What follows belongs to an exercise in optimizing a design on an open flow for small area, a short achievable clock period and few clock cycles; a production flow would make more cautious choices.
Where RTL was checked, it was by simulation tests only, not by an equivalence proof against the original.

==> 03-27: inputs <==
==> flow/design.v <==
module JAM (
input CLK,
input RST,
output [2:0] W,
output [2:0] J,
input [6:0] Cost,
output [3:0] MatchCount,
output [9:0] MinCost,
output Valid );
reg        dfs, done;    
reg        srt;          
reg        first;        
reg  [6:0] p;            
reg  [6:0] mn;           
reg  [6:0] bf [0:7];     
reg        addp;         
reg        addc;         
reg  [9:0] base;         
reg  [6:0] rm [0:7];     
reg  [6:0] cm [0:7];     
reg  [7:0] zc [0:7];     
reg  [2:0] row [0:7];    
reg  [3:0] sph;          
reg  [9:0] rs;           
reg  [3:0] k2r [0:7];    
reg  [3:0] zkr [0:7];    
reg  [6:0] R  [0:7];     
reg  [2:0] js [0:7];     
reg  [7:0] used;         
reg  [7:0] L;            
reg  [7:0] jo;           
reg  [7:0] zr_c, zr_ch, zr_p;    
reg  [7:0] bp;           
reg        phc;          
reg  [7:0] ac;           
reg  [7:0] ap;           
reg        ev;           
reg        st;           
reg        fix;          
reg [11:0] G;            
reg [11:0] Gq;           
reg [11:0] T;            
reg  [9:0] best;
reg  [3:0] cnt;
assign MinCost = best;
assign MatchCount = cnt;
assign Valid = done;
integer i;
function [12:0] fadd(input [11:0] a, input [11:0] b, input cin);
    reg [11:0] g, q, gg, pp, c;
    integer k, m;
    begin
        g = a & b;
        q = a ^ b;
        gg = g; pp = q;
        for (k = 1; k < 12; k = k * 2)
            for (m = 11; m >= k; m = m - 1) begin
                gg[m] = gg[m] | (pp[m] & gg[m-k]);
                pp[m] = pp[m] & pp[m-k];
            end
        c[0] = cin;
        for (m = 1; m < 12; m = m + 1) c[m] = gg[m-1] | (pp[m-1] & cin);
        fadd = {gg[11] | (pp[11] & cin), q ^ c};
    end
endfunction
function [7:0] lowbit(input [7:0] m);
    lowbit = m & (~m + 8'd1);
endfunction
function [2:0] enc(input [7:0] oh);
    enc = {|(oh & 8'hf0), |(oh & 8'hcc), |(oh & 8'haa)};
endfunction
function [7:0] after(input [7:0] oh);    
    integer k;
    reg [7:0] le;
    begin
        le[7] = oh[7];
        for (k = 6; k >= 0; k = k - 1) le[k] = le[k+1] | oh[k];
        after = ~le;
    end
endfunction
function [7:0] above(input [7:0] oh);    
    integer k;
    begin
        above[0] = 1'b0;
        for (k = 1; k < 8; k = k + 1) above[k] = above[k-1] | oh[k-1];
    end
endfunction
wire [7:0] Lc   = {L[6:0], L[7]};
wire [7:0] Lp   = {L[0], L[7:1]};
wire [7:0] Lpp  = {L[1:0], L[7:2]};
wire [7:0] Lppp = {L[2:0], L[7:3]};
reg [6:0] rmc, rmch, rmp, cmc, Rpp, Rppp;
reg [2:0] jpp, jppp, wc, wch, wp;
always @(*) begin
    rmc = 7'd0; rmch = 7'd0; rmp = 7'd0; cmc = 7'd0; Rpp = 7'd0; Rppp = 7'd0;
    jpp = 3'd0; jppp = 3'd0; wc = 3'd0; wch = 3'd0; wp = 3'd0;
    for (i = 0; i < 8; i = i + 1) begin
        rmc  = rmc  | (rm[i] & {7{L[i]}});
        rmch = rmch | (rm[i] & {7{Lc[i]}});
        rmp  = rmp  | (rm[i] & {7{Lp[i]}});
        cmc  = cmc  | (cm[i] & {7{jo[i]}});
        if (i < 6) Rpp  = Rpp  | (R[i]  & {7{Lpp[i]}});   
        if (i < 5) Rppp = Rppp | (R[i]  & {7{Lppp[i]}});
        if (i < 5) jppp = jppp | (js[i] & {3{Lppp[i]}});
        if (i < 6) jpp  = jpp  | (js[i] & {3{Lpp[i]}});
        wc   = wc   | (row[i] & {3{L[i]}});
        wch  = wch  | (row[i] & {3{Lc[i]}});
        wp   = wp   | (row[i] & {3{Lp[i]}});
    end
end
wire [7:0] Lcc = {L[5:0], L[7:6]};
reg  [7:0] zr_cc, zr_pp, zr_ppp, zr_0, zr_1;          
always @(*) begin
    for (i = 0; i < 8; i = i + 1) begin
        zr_cc[i]  = |(zc[i] & Lcc);
        zr_pp[i]  = |(zc[i] & Lpp);
        zr_ppp[i] = |(zc[i] & Lppp);
        zr_0[i]   = zc[i][0];
        zr_1[i]   = zc[i][1];
    end
end
wire [7:0] bpp = 8'd1 << jpp;
wire [7:0] bppp = 8'd1 << jppp;
wire       red = ~dfs & ~done & ~srt;
wire       rdrow = ~p[6];                            
wire       lastpos = (p[2:0] == 3'd7);
wire [6:0] rmin = ((p[2:0] == 3'd0) | (Cost < mn)) ? Cost : mn;
wire [3:0] wq = p[6:3] - 4'd1;                       
wire [7:0] wqoh = 8'd1 << wq[2:0];
wire [6:0] x = bf[0] - rm[7];
wire       colinit = (wq == 4'd0);
wire       xlt = x < cm[0];
wire [6:0] cmn = (colinit | xlt) ? x : cm[0];
wire [7:0] zcn = (colinit | xlt) ? wqoh : ((x == cm[0]) ? (zc[0] | wqoh) : zc[0]);
wire [6:0] pa = p + {6'd0, ~first};                  
wire [9:0] rsn = (p[2:0] == 3'd0) ? {3'd0, Cost} : (rs + {3'd0, Cost});
wire [9:0] k2  = rsn - {rmin, 3'b000};               
reg [3:0] zcount [0:7];
reg [7:0] key [0:7];
reg [7:0] sv;                                        
always @(*) begin
    for (i = 0; i < 8; i = i + 1) begin
        zcount[i] = {3'd0, zc[0][i]} + {3'd0, zc[1][i]} + {3'd0, zc[2][i]} + {3'd0, zc[3][i]} +
                    {3'd0, zc[4][i]} + {3'd0, zc[5][i]} + {3'd0, zc[6][i]} + {3'd0, zc[7][i]};
        key[i] = {zkr[i], ~k2r[i]};
    end
    sv = 8'd0;
    for (i = 0; i < 7; i = i + 1)
        sv[i] = (i[0] == sph[0]) ? 1'b0 : (key[i] > key[i+1]);
end
wire sorting = srt & (sph != 4'd0) & (sph != 4'd9);
wire        php = ~|(zr_p & bp);
wire        sle = ~G[11];
wire        slt = ~G[11] & (|G);
wire        alp = ~Gq[11] & (|Gq);
wire        Tbig = ~T[11] & (|T[10:7]);
wire [12:0] te  = fadd({5'd0, T[6:0]}, {5'h1f, ~Cost}, 1'b1);    
wire [12:0] tt  = fadd({5'd0, T[6:0]}, {5'h1f, ~Cost}, 1'b0);    
wire        cle = Tbig | ~te[11];
wire        clt = Tbig | ~tt[11];
wire        le  = phc ? cle : sle;
wire        lt  = phc ? clt : slt;
wire [12:0] slx = fadd(T, {5'h1f, ~Cost}, 1'b1);     
wire [11:0] sl  = phc ? slx[11:0] : G;               
wire [12:0] vx  = fadd({2'b00, best}, ~sl, 1'b1);
wire [9:0]  v   = vx[9:0];                            
wire        leaf = L[7];
wire        lfe = ev & leaf;
wire        imp = lfe & lt;                           
wire [7:0] fch = ~used & ~jo;
wire [7:0] m0c = zr_ch & fch;
wire [7:0] m1c = ~zr_ch & fch;
wire       f0c = |m0c;
wire       f1c = |m1c;
wire [7:0] ohc = f0c ? lowbit(m0c) : lowbit(m1c);
wire       desc = ev & ~leaf & le & (f0c | (lt & f1c));
wire [7:0] acu = ac;
wire [7:0] m0s = phc ? 8'd0 : (zr_c & ~used & acu);
wire [7:0] m1s = ~zr_c & ~used & (phc ? acu : 8'hff) & {8{slt}};
wire       f0s = |m0s;
wire       fs  = f0s | (|m1s);
wire [7:0] ohs = f0s ? lowbit(m0s) : lowbit(m1s);
wire [7:0] fpa = ~(used & ~bp);
wire [7:0] apa = ap;
wire [7:0] m0p = php ? 8'd0 : (zr_p & fpa & apa);
wire [7:0] m1p = ~zr_p & fpa & (php ? apa : 8'hff) & {8{alp}};
wire       f0p = |m0p;
wire       fp  = (f0p | (|m1p)) & ~L[0];
wire [7:0] ohp = f0p ? lowbit(m0p) : lowbit(m1p);
wire [7:0] ohc0 = lowbit(m0c);
wire [7:0] ohc1 = lowbit(m1c);
wire [7:0] ohs0 = lowbit(m0s);
wire [7:0] ohs1 = lowbit(m1s);
wire [7:0] ohp0 = lowbit(m0p);
wire [7:0] ohp1 = lowbit(m1p);
reg  [6:0] cmc0, cmc1, cms0, cms1, cmp0, cmp1;
always @(*) begin
    cmc0 = 7'd0; cmc1 = 7'd0; cms0 = 7'd0; cms1 = 7'd0; cmp0 = 7'd0; cmp1 = 7'd0;
    for (i = 0; i < 8; i = i + 1) begin
        cmc0 = cmc0 | (cm[i] & {7{ohc0[i]}});
        cmc1 = cmc1 | (cm[i] & {7{ohc1[i]}});
        cms0 = cms0 | (cm[i] & {7{ohs0[i]}});
        cms1 = cms1 | (cm[i] & {7{ohs1[i]}});
        cmp0 = cmp0 | (cm[i] & {7{ohp0[i]}});
        cmp1 = cmp1 | (cm[i] & {7{ohp1[i]}});
    end
end
wire [6:0] cmsb = f0s ? cms0 : cms1;
wire [6:0] cmpa = f0p ? cmp0 : cmp1;
wire [6:0]  cmch  = f0c ? cmc0 : cmc1;
wire [12:0] slrx  = fadd(sl, {5'd0, rmch}, 1'b0);
wire [12:0] Tchx  = fadd(slrx[11:0], {5'd0, cmch}, 1'b0);    
wire [12:0] hcx   = fadd(G, {5'd0, rmc}, 1'b0);
wire [12:0] hpx   = fadd(Gq, {5'd0, rmp}, 1'b0);
wire [12:0] Tsbx  = fadd(hcx[11:0], {5'd0, cmsb}, 1'b0);
wire [12:0] Tpax  = fadd(hpx[11:0], {5'd0, cmpa}, 1'b0);
wire [12:0] gppx  = fadd(Gq, {5'd0, Rpp}, 1'b0);     
wire [12:0] gpppx = fadd(gppx[11:0], {5'd0, Rppp}, 1'b0);
wire [12:0] rnx   = fadd(G, ~sl, 1'b1);
wire [11:0] rnew  = rnx[11:0];                        
wire [11:0] g0    = {2'b00, best} - {2'b00, base};
wire [2:0] Wnc = !dfs ? pa[5:3] : (fs ? wc : wp);
wire [2:0] Jnc = !dfs ? pa[2:0] : enc(fs ? ohs : ohp);
assign W = desc ? wch : Wnc;
assign J = desc ? enc(ohc) : Jnc;
always @(posedge CLK) begin
    for (i = 0; i < 7; i = i + 1) bf[i] <= bf[i+1];
    bf[7] <= Cost;
    if (red) begin
        if (!first) begin
            for (i = 0; i < 7; i = i + 1) begin
                cm[i] <= cm[i+1]; zc[i] <= zc[i+1];
            end
            cm[7] <= cmn; zc[7] <= zcn;
        end
        if (rdrow) begin mn <= rmin; rs <= rsn; end
        if (rdrow && lastpos) begin
            for (i = 0; i < 7; i = i + 1) begin rm[i] <= rm[i+1]; k2r[i] <= k2r[i+1]; end
            rm[7] <= rmin;
            k2r[7] <= k2[9:6];
        end
        for (i = 0; i < 8; i = i + 1) row[i] <= i;
    end else if (srt && sph == 4'd0) begin
        for (i = 0; i < 8; i = i + 1) zkr[i] <= zcount[i];
    end else if (sorting) begin
        for (i = 0; i < 7; i = i + 1)
            if (sv[i]) begin
                rm[i] <= rm[i+1];   rm[i+1] <= rm[i];
                row[i] <= row[i+1]; row[i+1] <= row[i];
                zkr[i] <= zkr[i+1]; zkr[i+1] <= zkr[i];
                k2r[i] <= k2r[i+1]; k2r[i+1] <= k2r[i];
                for (int j = 0; j < 8; j = j + 1) begin
                    zc[j][i] <= zc[j][i+1]; zc[j][i+1] <= zc[j][i];
                end
            end
    end else if (dfs && !fix) begin
        if (desc) begin
            for (i = 0; i < 8; i = i + 1) if (L[i]) R[i] <= rnew[6:0];
            for (i = 0; i < 8; i = i + 1) if (Lc[i]) js[i] <= enc(ohc);
        end else if (imp) begin
        end else if (fs) begin
            for (i = 0; i < 8; i = i + 1) if (L[i]) js[i] <= enc(ohs);
        end else if (fp) begin
            for (i = 0; i < 8; i = i + 1) if (Lp[i]) js[i] <= enc(ohp);
        end
    end
end
always @(posedge CLK or posedge RST) begin
    if (RST) begin
        dfs <= 1'b0; done <= 1'b0; srt <= 1'b0; first <= 1'b1; p <= 7'd0;
        addp <= 1'b0; addc <= 1'b0; base <= 10'd0; sph <= 4'd0;
        L <= 8'd1; used <= 8'd0; jo <= 8'd0;
        ev <= 1'b0; st <= 1'b0; fix <= 1'b0;
        G <= 12'd0; Gq <= 12'd0; T <= 12'd0;
        zr_c <= 8'd0; zr_ch <= 8'd0; zr_p <= 8'd0; bp <= 8'd0; phc <= 1'b0; ac <= 8'd0; ap <= 8'd0;
        best <= 10'h3ff; cnt <= 4'd0;
    end else begin
    if (addp | addc) base <= base + {3'd0, addp ? mn : cm[7]};
    if (red) begin
        addp <= rdrow & lastpos;
        addc <= (wq == 4'd7) & ~first;
        first <= 1'b0;
        p <= pa;
        if (p == 7'd71) begin srt <= 1'b1; sph <= 4'd0; end
    end else if (srt) begin
        addp <= 1'b0; addc <= 1'b0;
        sph <= sph + 4'd1;
        if (sph == 4'd9) begin
            srt <= 1'b0; dfs <= 1'b1; st <= 1'b1;
            G <= g0;
            zr_c <= zr_0; zr_ch <= zr_1;
            jo <= 8'd0; phc <= 1'b0; ac <= 8'hff;
        end
    end else if (dfs && fix) begin
        fix <= 1'b0;
        Gq <= Gq - G;
    end else if (dfs) begin
        st <= 1'b0;
        fix <= imp;
        if (lfe) begin
            if (lt) begin best <= v; cnt <= 4'd1; end
            else if (le) cnt <= cnt + 4'd1;
        end
        if (desc) begin
            used <= used | jo;
            L <= Lc; jo <= ohc; ev <= 1'b1; bp <= jo; phc <= ~f0c;
            ac <= after(ohc); ap <= ac;
            zr_p <= zr_c; zr_c <= zr_ch; zr_ch <= zr_cc;
            G <= sl; Gq <= G; T <= Tchx[11:0];
        end else if (imp) begin
            ev <= 1'b0; G <= sl;
        end else if (fs) begin
            jo <= ohs; ev <= 1'b1; T <= Tsbx[11:0]; phc <= ~f0s;
            ac <= after(ohs);
        end else if (fp) begin
            used <= used & ~bp;
            L <= Lp; jo <= ohp; ev <= 1'b1; bp <= bpp; phc <= ~f0p;
            ac <= after(ohp); ap <= after(bpp);
            G <= Gq; Gq <= gppx[11:0]; T <= Tpax[11:0];
            zr_c <= zr_p; zr_ch <= zr_c; zr_p <= zr_pp;
        end else if (L[0] | L[1]) begin
            done <= 1'b1; dfs <= 1'b0;
        end else begin
            used <= used & ~bp & ~bpp;
            L <= Lpp; jo <= bpp; ev <= 1'b0; bp <= bppp; phc <= ~|(zr_pp & bpp);
            ac <= after(bpp); ap <= after(bppp);
            G <= gppx[11:0]; Gq <= gpppx[11:0];
            zr_c <= zr_pp; zr_ch <= zr_p; zr_p <= zr_ppp;
        end
    end
    end
end
endmodule
==> flow/run.sh <==
#!/bin/bash
# synth_recipe.tcl (not shown) runs the flow's synth.tcl, then flattens the netlist and writes it again
# the make line also repeats each setting of config.mk as NAME=value (left out here)
make -C /OpenROAD-flow-scripts/flow DESIGN_CONFIG=/design/flow/config.mk WORK_HOME=/design/flow/orfs CLKGATE_MAP_FILE= SYNTH_SCRIPT=/design/flow/synth_recipe.tcl finish
==> flow/config.mk <==
export PLATFORM = sky130hd
export DESIGN_NAME = JAM
export DESIGN_NICKNAME = JAM
export VERILOG_FILES = /design/flow/design.v
export SDC_FILE = /design/flow/constraint.sdc
export NUM_CORES = 4
export LEC_CHECK = 0
export CAP_MARGIN = 20
export CORE_MARGIN = 2
export CORE_UTILIZATION = 40
export SLEW_MARGIN = 20
==> flow/constraint.sdc <==
create_clock -name core_clock -period 5.0 [get_ports {CLK}]
set_input_delay 1.0000 -clock core_clock [delete_from_list [all_inputs] [get_ports {CLK}]]
set_output_delay 1.0000 -clock core_clock [all_outputs]
set_load 0.01 [all_outputs]
==> inputs of 07-13, as changes to 03-27 <==
--- a/flow/design.v
+++ b/flow/design.v
@@ -89,20 +89,21 @@
 wire [7:0] Lp   = {L[0], L[7:1]};
 wire [7:0] Lpp  = {L[1:0], L[7:2]};
 wire [7:0] Lppp = {L[2:0], L[7:3]};
-reg [6:0] rmc, rmch, rmp, cmc, Rpp, Rppp;
+reg [6:0] rmc, rmch, rmp, rmpp, cmc, Rpp, Rppp;
 reg [2:0] jpp, jppp, wc, wch, wp;
 always @(*) begin
-    rmc = 7'd0; rmch = 7'd0; rmp = 7'd0; cmc = 7'd0; Rpp = 7'd0; Rppp = 7'd0;
+    rmc = 7'd0; rmch = 7'd0; rmp = 7'd0; rmpp = 7'd0; cmc = 7'd0; Rpp = 7'd0; Rppp = 7'd0;
     jpp = 3'd0; jppp = 3'd0; wc = 3'd0; wch = 3'd0; wp = 3'd0;
     for (i = 0; i < 8; i = i + 1) begin
         rmc  = rmc  | (rm[i] & {7{L[i]}});
         rmch = rmch | (rm[i] & {7{Lc[i]}});
         rmp  = rmp  | (rm[i] & {7{Lp[i]}});
+        rmpp = rmpp | (rm[i] & {7{Lpp[i]}});
         cmc  = cmc  | (cm[i] & {7{jo[i]}});
-        if (i < 6) Rpp  = Rpp  | (R[i]  & {7{Lpp[i]}});   
-        if (i < 5) Rppp = Rppp | (R[i]  & {7{Lppp[i]}});
-        if (i < 5) jppp = jppp | (js[i] & {3{Lppp[i]}});
-        if (i < 6) jpp  = jpp  | (js[i] & {3{Lpp[i]}});
+        Rpp  = Rpp  | (R[i]  & {7{Lpp[i]}});
+        Rppp = Rppp | (R[i]  & {7{Lppp[i]}});
+        jppp = jppp | (js[i] & {3{Lppp[i]}});
+        jpp  = jpp  | (js[i] & {3{Lpp[i]}});
         wc   = wc   | (row[i] & {3{L[i]}});
         wch  = wch  | (row[i] & {3{Lc[i]}});
         wp   = wp   | (row[i] & {3{Lp[i]}});
@@ -187,29 +188,17 @@
 wire       f0p = |m0p;
 wire       fp  = (f0p | (|m1p)) & ~L[0];
 wire [7:0] ohp = f0p ? lowbit(m0p) : lowbit(m1p);
-wire [7:0] ohc0 = lowbit(m0c);
-wire [7:0] ohc1 = lowbit(m1c);
-wire [7:0] ohs0 = lowbit(m0s);
-wire [7:0] ohs1 = lowbit(m1s);
-wire [7:0] ohp0 = lowbit(m0p);
-wire [7:0] ohp1 = lowbit(m1p);
-reg  [6:0] cmc0, cmc1, cms0, cms1, cmp0, cmp1;
+reg  [6:0] cmch, cmsb, cmpa;
 always @(*) begin
-    cmc0 = 7'd0; cmc1 = 7'd0; cms0 = 7'd0; cms1 = 7'd0; cmp0 = 7'd0; cmp1 = 7'd0;
+    cmch = 7'd0; cmsb = 7'd0; cmpa = 7'd0;
     for (i = 0; i < 8; i = i + 1) begin
-        cmc0 = cmc0 | (cm[i] & {7{ohc0[i]}});
-        cmc1 = cmc1 | (cm[i] & {7{ohc1[i]}});
-        cms0 = cms0 | (cm[i] & {7{ohs0[i]}});
-        cms1 = cms1 | (cm[i] & {7{ohs1[i]}});
-        cmp0 = cmp0 | (cm[i] & {7{ohp0[i]}});
-        cmp1 = cmp1 | (cm[i] & {7{ohp1[i]}});
+        cmch = cmch | (cm[i] & {7{ohc[i]}});
+        cmsb = cmsb | (cm[i] & {7{ohs[i]}});
+        cmpa = cmpa | (cm[i] & {7{ohp[i]}});
     end
 end
-wire [6:0] cmsb = f0s ? cms0 : cms1;
-wire [6:0] cmpa = f0p ? cmp0 : cmp1;
-wire [6:0]  cmch  = f0c ? cmc0 : cmc1;
-wire [12:0] slrx  = fadd(sl, {5'd0, rmch}, 1'b0);
-wire [12:0] Tchx  = fadd(slrx[11:0], {5'd0, cmch}, 1'b0);    
+wire [12:0] ocx   = fadd({5'd0, rmch}, {5'd0, cmch}, 1'b0);
+wire [12:0] Tchx  = fadd(sl, ocx[11:0], 1'b0);        
 wire [12:0] hcx   = fadd(G, {5'd0, rmc}, 1'b0);
 wire [12:0] hpx   = fadd(Gq, {5'd0, rmp}, 1'b0);
 wire [12:0] Tsbx  = fadd(hcx[11:0], {5'd0, cmsb}, 1'b0);
==> inputs of 04-04, as changes to 03-27 <==
--- a/flow/design.v
+++ b/flow/design.v
@@ -116,7 +116,7 @@
         zr_pp[i]  = |(zc[i] & Lpp);
         zr_ppp[i] = |(zc[i] & Lppp);
         zr_0[i]   = zc[i][0];
-        zr_1[i]   = zc[i][1];
+        zr_1[i]   = sv[1] ? zc[i][2] : zc[i][1];    
     end
 end
 wire [7:0] bpp = 8'd1 << jpp;
@@ -148,7 +148,7 @@
     for (i = 0; i < 7; i = i + 1)
         sv[i] = (i[0] == sph[0]) ? 1'b0 : (key[i] > key[i+1]);
 end
-wire sorting = srt & (sph != 4'd0) & (sph != 4'd9);
+wire sorting = srt & (sph != 4'd0);
 wire        php = ~|(zr_p & bp);
 wire        sle = ~G[11];
 wire        slt = ~G[11] & (|G);
@@ -265,14 +265,46 @@
         end
     end
 end
+always @(posedge CLK) begin
+    if (srt && sph == 4'd8) begin
+        L <= 8'd1; used <= 8'd0;
+        G <= g0;
+        zr_c <= zr_0; zr_ch <= zr_1;
+        jo <= 8'd0; phc <= 1'b0; ac <= 8'hff;
+    end else if (dfs && fix) begin
+        Gq <= Gq - G;
+    end else if (dfs) begin
+        if (desc) begin
+            used <= used | jo;
+            L <= Lc; jo <= ohc; bp <= jo; phc <= ~f0c;
+            ac <= after(ohc); ap <= ac;
+            zr_p <= zr_c; zr_c <= zr_ch; zr_ch <= zr_cc;
+            G <= sl; Gq <= G; T <= Tchx[11:0];
+        end else if (imp) begin
+            G <= sl;
+        end else if (fs) begin
+            jo <= ohs; T <= Tsbx[11:0]; phc <= ~f0s;
+            ac <= after(ohs);
+        end else if (fp) begin
+            used <= used & ~bp;
+            L <= Lp; jo <= ohp; bp <= bpp; phc <= ~f0p;
+            ac <= after(ohp); ap <= after(bpp);
+            G <= Gq; Gq <= gppx[11:0]; T <= Tpax[11:0];
+            zr_c <= zr_p; zr_ch <= zr_c; zr_p <= zr_pp;
+        end else if (!(L[0] | L[1])) begin
+            used <= used & ~bp & ~bpp;
+            L <= Lpp; jo <= bpp; bp <= bppp; phc <= ~|(zr_pp & bpp);
+            ac <= after(bpp); ap <= after(bppp);
+            G <= gppx[11:0]; Gq <= gpppx[11:0];
+            zr_c <= zr_pp; zr_ch <= zr_p; zr_p <= zr_ppp;
+        end
+    end
+end
 always @(posedge CLK or posedge RST) begin
     if (RST) begin
         dfs <= 1'b0; done <= 1'b0; srt <= 1'b0; first <= 1'b1; p <= 7'd0;
         addp <= 1'b0; addc <= 1'b0; base <= 10'd0; sph <= 4'd0;
-        L <= 8'd1; used <= 8'd0; jo <= 8'd0;
         ev <= 1'b0; st <= 1'b0; fix <= 1'b0;
-        G <= 12'd0; Gq <= 12'd0; T <= 12'd0;
-        zr_c <= 8'd0; zr_ch <= 8'd0; zr_p <= 8'd0; bp <= 8'd0; phc <= 1'b0; ac <= 8'd0; ap <= 8'd0;
         best <= 10'h3ff; cnt <= 4'd0;
     end else begin
     if (addp | addc) base <= base + {3'd0, addp ? mn : cm[7]};
@@ -285,15 +317,11 @@
     end else if (srt) begin
         addp <= 1'b0; addc <= 1'b0;
         sph <= sph + 4'd1;
-        if (sph == 4'd9) begin
+        if (sph == 4'd8) begin
             srt <= 1'b0; dfs <= 1'b1; st <= 1'b1;
-            G <= g0;
-            zr_c <= zr_0; zr_ch <= zr_1;
-            jo <= 8'd0; phc <= 1'b0; ac <= 8'hff;
         end
     end else if (dfs && fix) begin
         fix <= 1'b0;
-        Gq <= Gq - G;
     end else if (dfs) begin
         st <= 1'b0;
         fix <= imp;
@@ -302,30 +330,17 @@
             else if (le) cnt <= cnt + 4'd1;
         end
         if (desc) begin
-            used <= used | jo;
-            L <= Lc; jo <= ohc; ev <= 1'b1; bp <= jo; phc <= ~f0c;
-            ac <= after(ohc); ap <= ac;
-            zr_p <= zr_c; zr_c <= zr_ch; zr_ch <= zr_cc;
-            G <= sl; Gq <= G; T <= Tchx[11:0];
+            ev <= 1'b1;
         end else if (imp) begin
-            ev <= 1'b0; G <= sl;
+            ev <= 1'b0;
         end else if (fs) begin
-            jo <= ohs; ev <= 1'b1; T <= Tsbx[11:0]; phc <= ~f0s;
-            ac <= after(ohs);
+            ev <= 1'b1;
         end else if (fp) begin
-            used <= used & ~bp;
-            L <= Lp; jo <= ohp; ev <= 1'b1; bp <= bpp; phc <= ~f0p;
-            ac <= after(ohp); ap <= after(bpp);
-            G <= Gq; Gq <= gppx[11:0]; T <= Tpax[11:0];
-            zr_c <= zr_p; zr_ch <= zr_c; zr_p <= zr_pp;
+            ev <= 1'b1;
         end else if (L[0] | L[1]) begin
             done <= 1'b1; dfs <= 1'b0;
         end else begin
-            used <= used & ~bp & ~bpp;
-            L <= Lpp; jo <= bpp; ev <= 1'b0; bp <= bppp; phc <= ~|(zr_pp & bpp);
-            ac <= after(bpp); ap <= after(bppp);
-            G <= gppx[11:0]; Gq <= gpppx[11:0];
-            zr_c <= zr_pp; zr_ch <= zr_p; zr_p <= zr_ppp;
+            ev <= 1'b0;
         end
     end
     end
==> flow_metrics.tcl <==
set metrics [dict create \
    outcome "complete, no violations" \
    end_kind "primary output" \
    buffers_excl_clock 390 \
    coreArea_mm2 0.0966 \
    regArea_mm2 0.0150 \
    wl_met3_mm 13.6 \
    well_tap_count 1276 \
    met2_usage 0.439 \
    finalSetupViolCount 0 \
    seq_area_frac_synth 0.384 \
    wl_met1_mm 63.1 \
    min-delay-start "bf[5][3]$_DFF_P_" \
    fp.dieArea_mm2 0.0998 \
    syn-mean-instance-area_um2 9.18 \
    antenna_found_initial 4 \
    yosysUniqueCellTypes 106 \
    cts_setup_buffers 1 \
]
That was 03-27.
==> flow_metrics.tcl <==
set metrics [dict create \
    outcome "complete, no violations" \
    seq_area_frac_synth 0.396 \
    end_kind "primary output" \
    synth_area_mm2 0.0383 \
    antenna_found_initial 1 \
    wl_met3_mm 14.3 \
    syn-mean-instance-area_um2 9.27 \
    regArea_mm2 0.0152 \
    wl_met1_mm 57.4 \
    synth_top_area_share 0.308 \
    met2_usage 0.432 \
    syn_to_final_growth_pct 17.0 \
    well_tap_count 1265 \
    synth_edf_count 393 \
    finalSetupViolCount 0 \
    yosysUniqueCellTypes 111 \
    nMultiInputCombCells 3076 \
]
That was 04-04.
==> flow_metrics.tcl <==
set metrics [dict create \
    outcome "complete, but fails checks" \
    so.violations "negative setup slack" \
    netlist_instances 4155 \
    end_kind "register" \
    finalSetupViolCount 5 \
    regArea_mm2 0.0156 \
    met2_usage 0.447 \
    timing.final.ws_setup_ps -160 \
    fp.dieArea_mm2 0.0987 \
    drive_gt1_frac 0.161 \
    buffers_excl_clock 434 \
    cts_resized 50 \
    well_tap_count 1265 \
    worstReg2RegStart "zr_ch[2]$_DFFE_PP0P_" \
    min-delay-start "bf[1][0]$_DFF_P_" \
    vias_per_cell 6.21 \
    wl_mm 145 \
    wl_met3_mm 14.0 \
]
That was 07-13.
Testbench counts of 03-27, summed over its fixed seeds: cycles 2,070.
No functional check of the RTL was part of 07-13 and 04-04.

## port drivers added, routing unchanged
No port has a modelled driver above. Below, the same layouts with a new extraction and two added sets of constraints. Step 1, drivers: a clkbuf_16 drives CLK and a buf_2 each remaining input, both assumed. Step 2 times the ports against the registers' clock, not the clock port: input delays grow and output delays shrink by t, the midpoint of the rising clock arrivals with the driver on. Three values: no drivers, after step 1, after step 2; two values: the first two.
run | shift t [ns] | setup WS [ns] | worst data-port slew with drivers (ns)
03-27 | 0.715 | 0.111 / 0.060 / -0.433 | 0.05
07-13 | 0.702 | -0.160 / -0.160 / -0.160 | 0.11
04-04 | 0.692 | 0.071 / 0.047 / -0.378 | 0.03
With both steps, setup timing fails in 03-27 and 04-04, where it was met with ideal ports. For 03-27, which loses most, drivers alone change the setup slack by -0.051 ns; drivers and shift together by -0.544 ns.
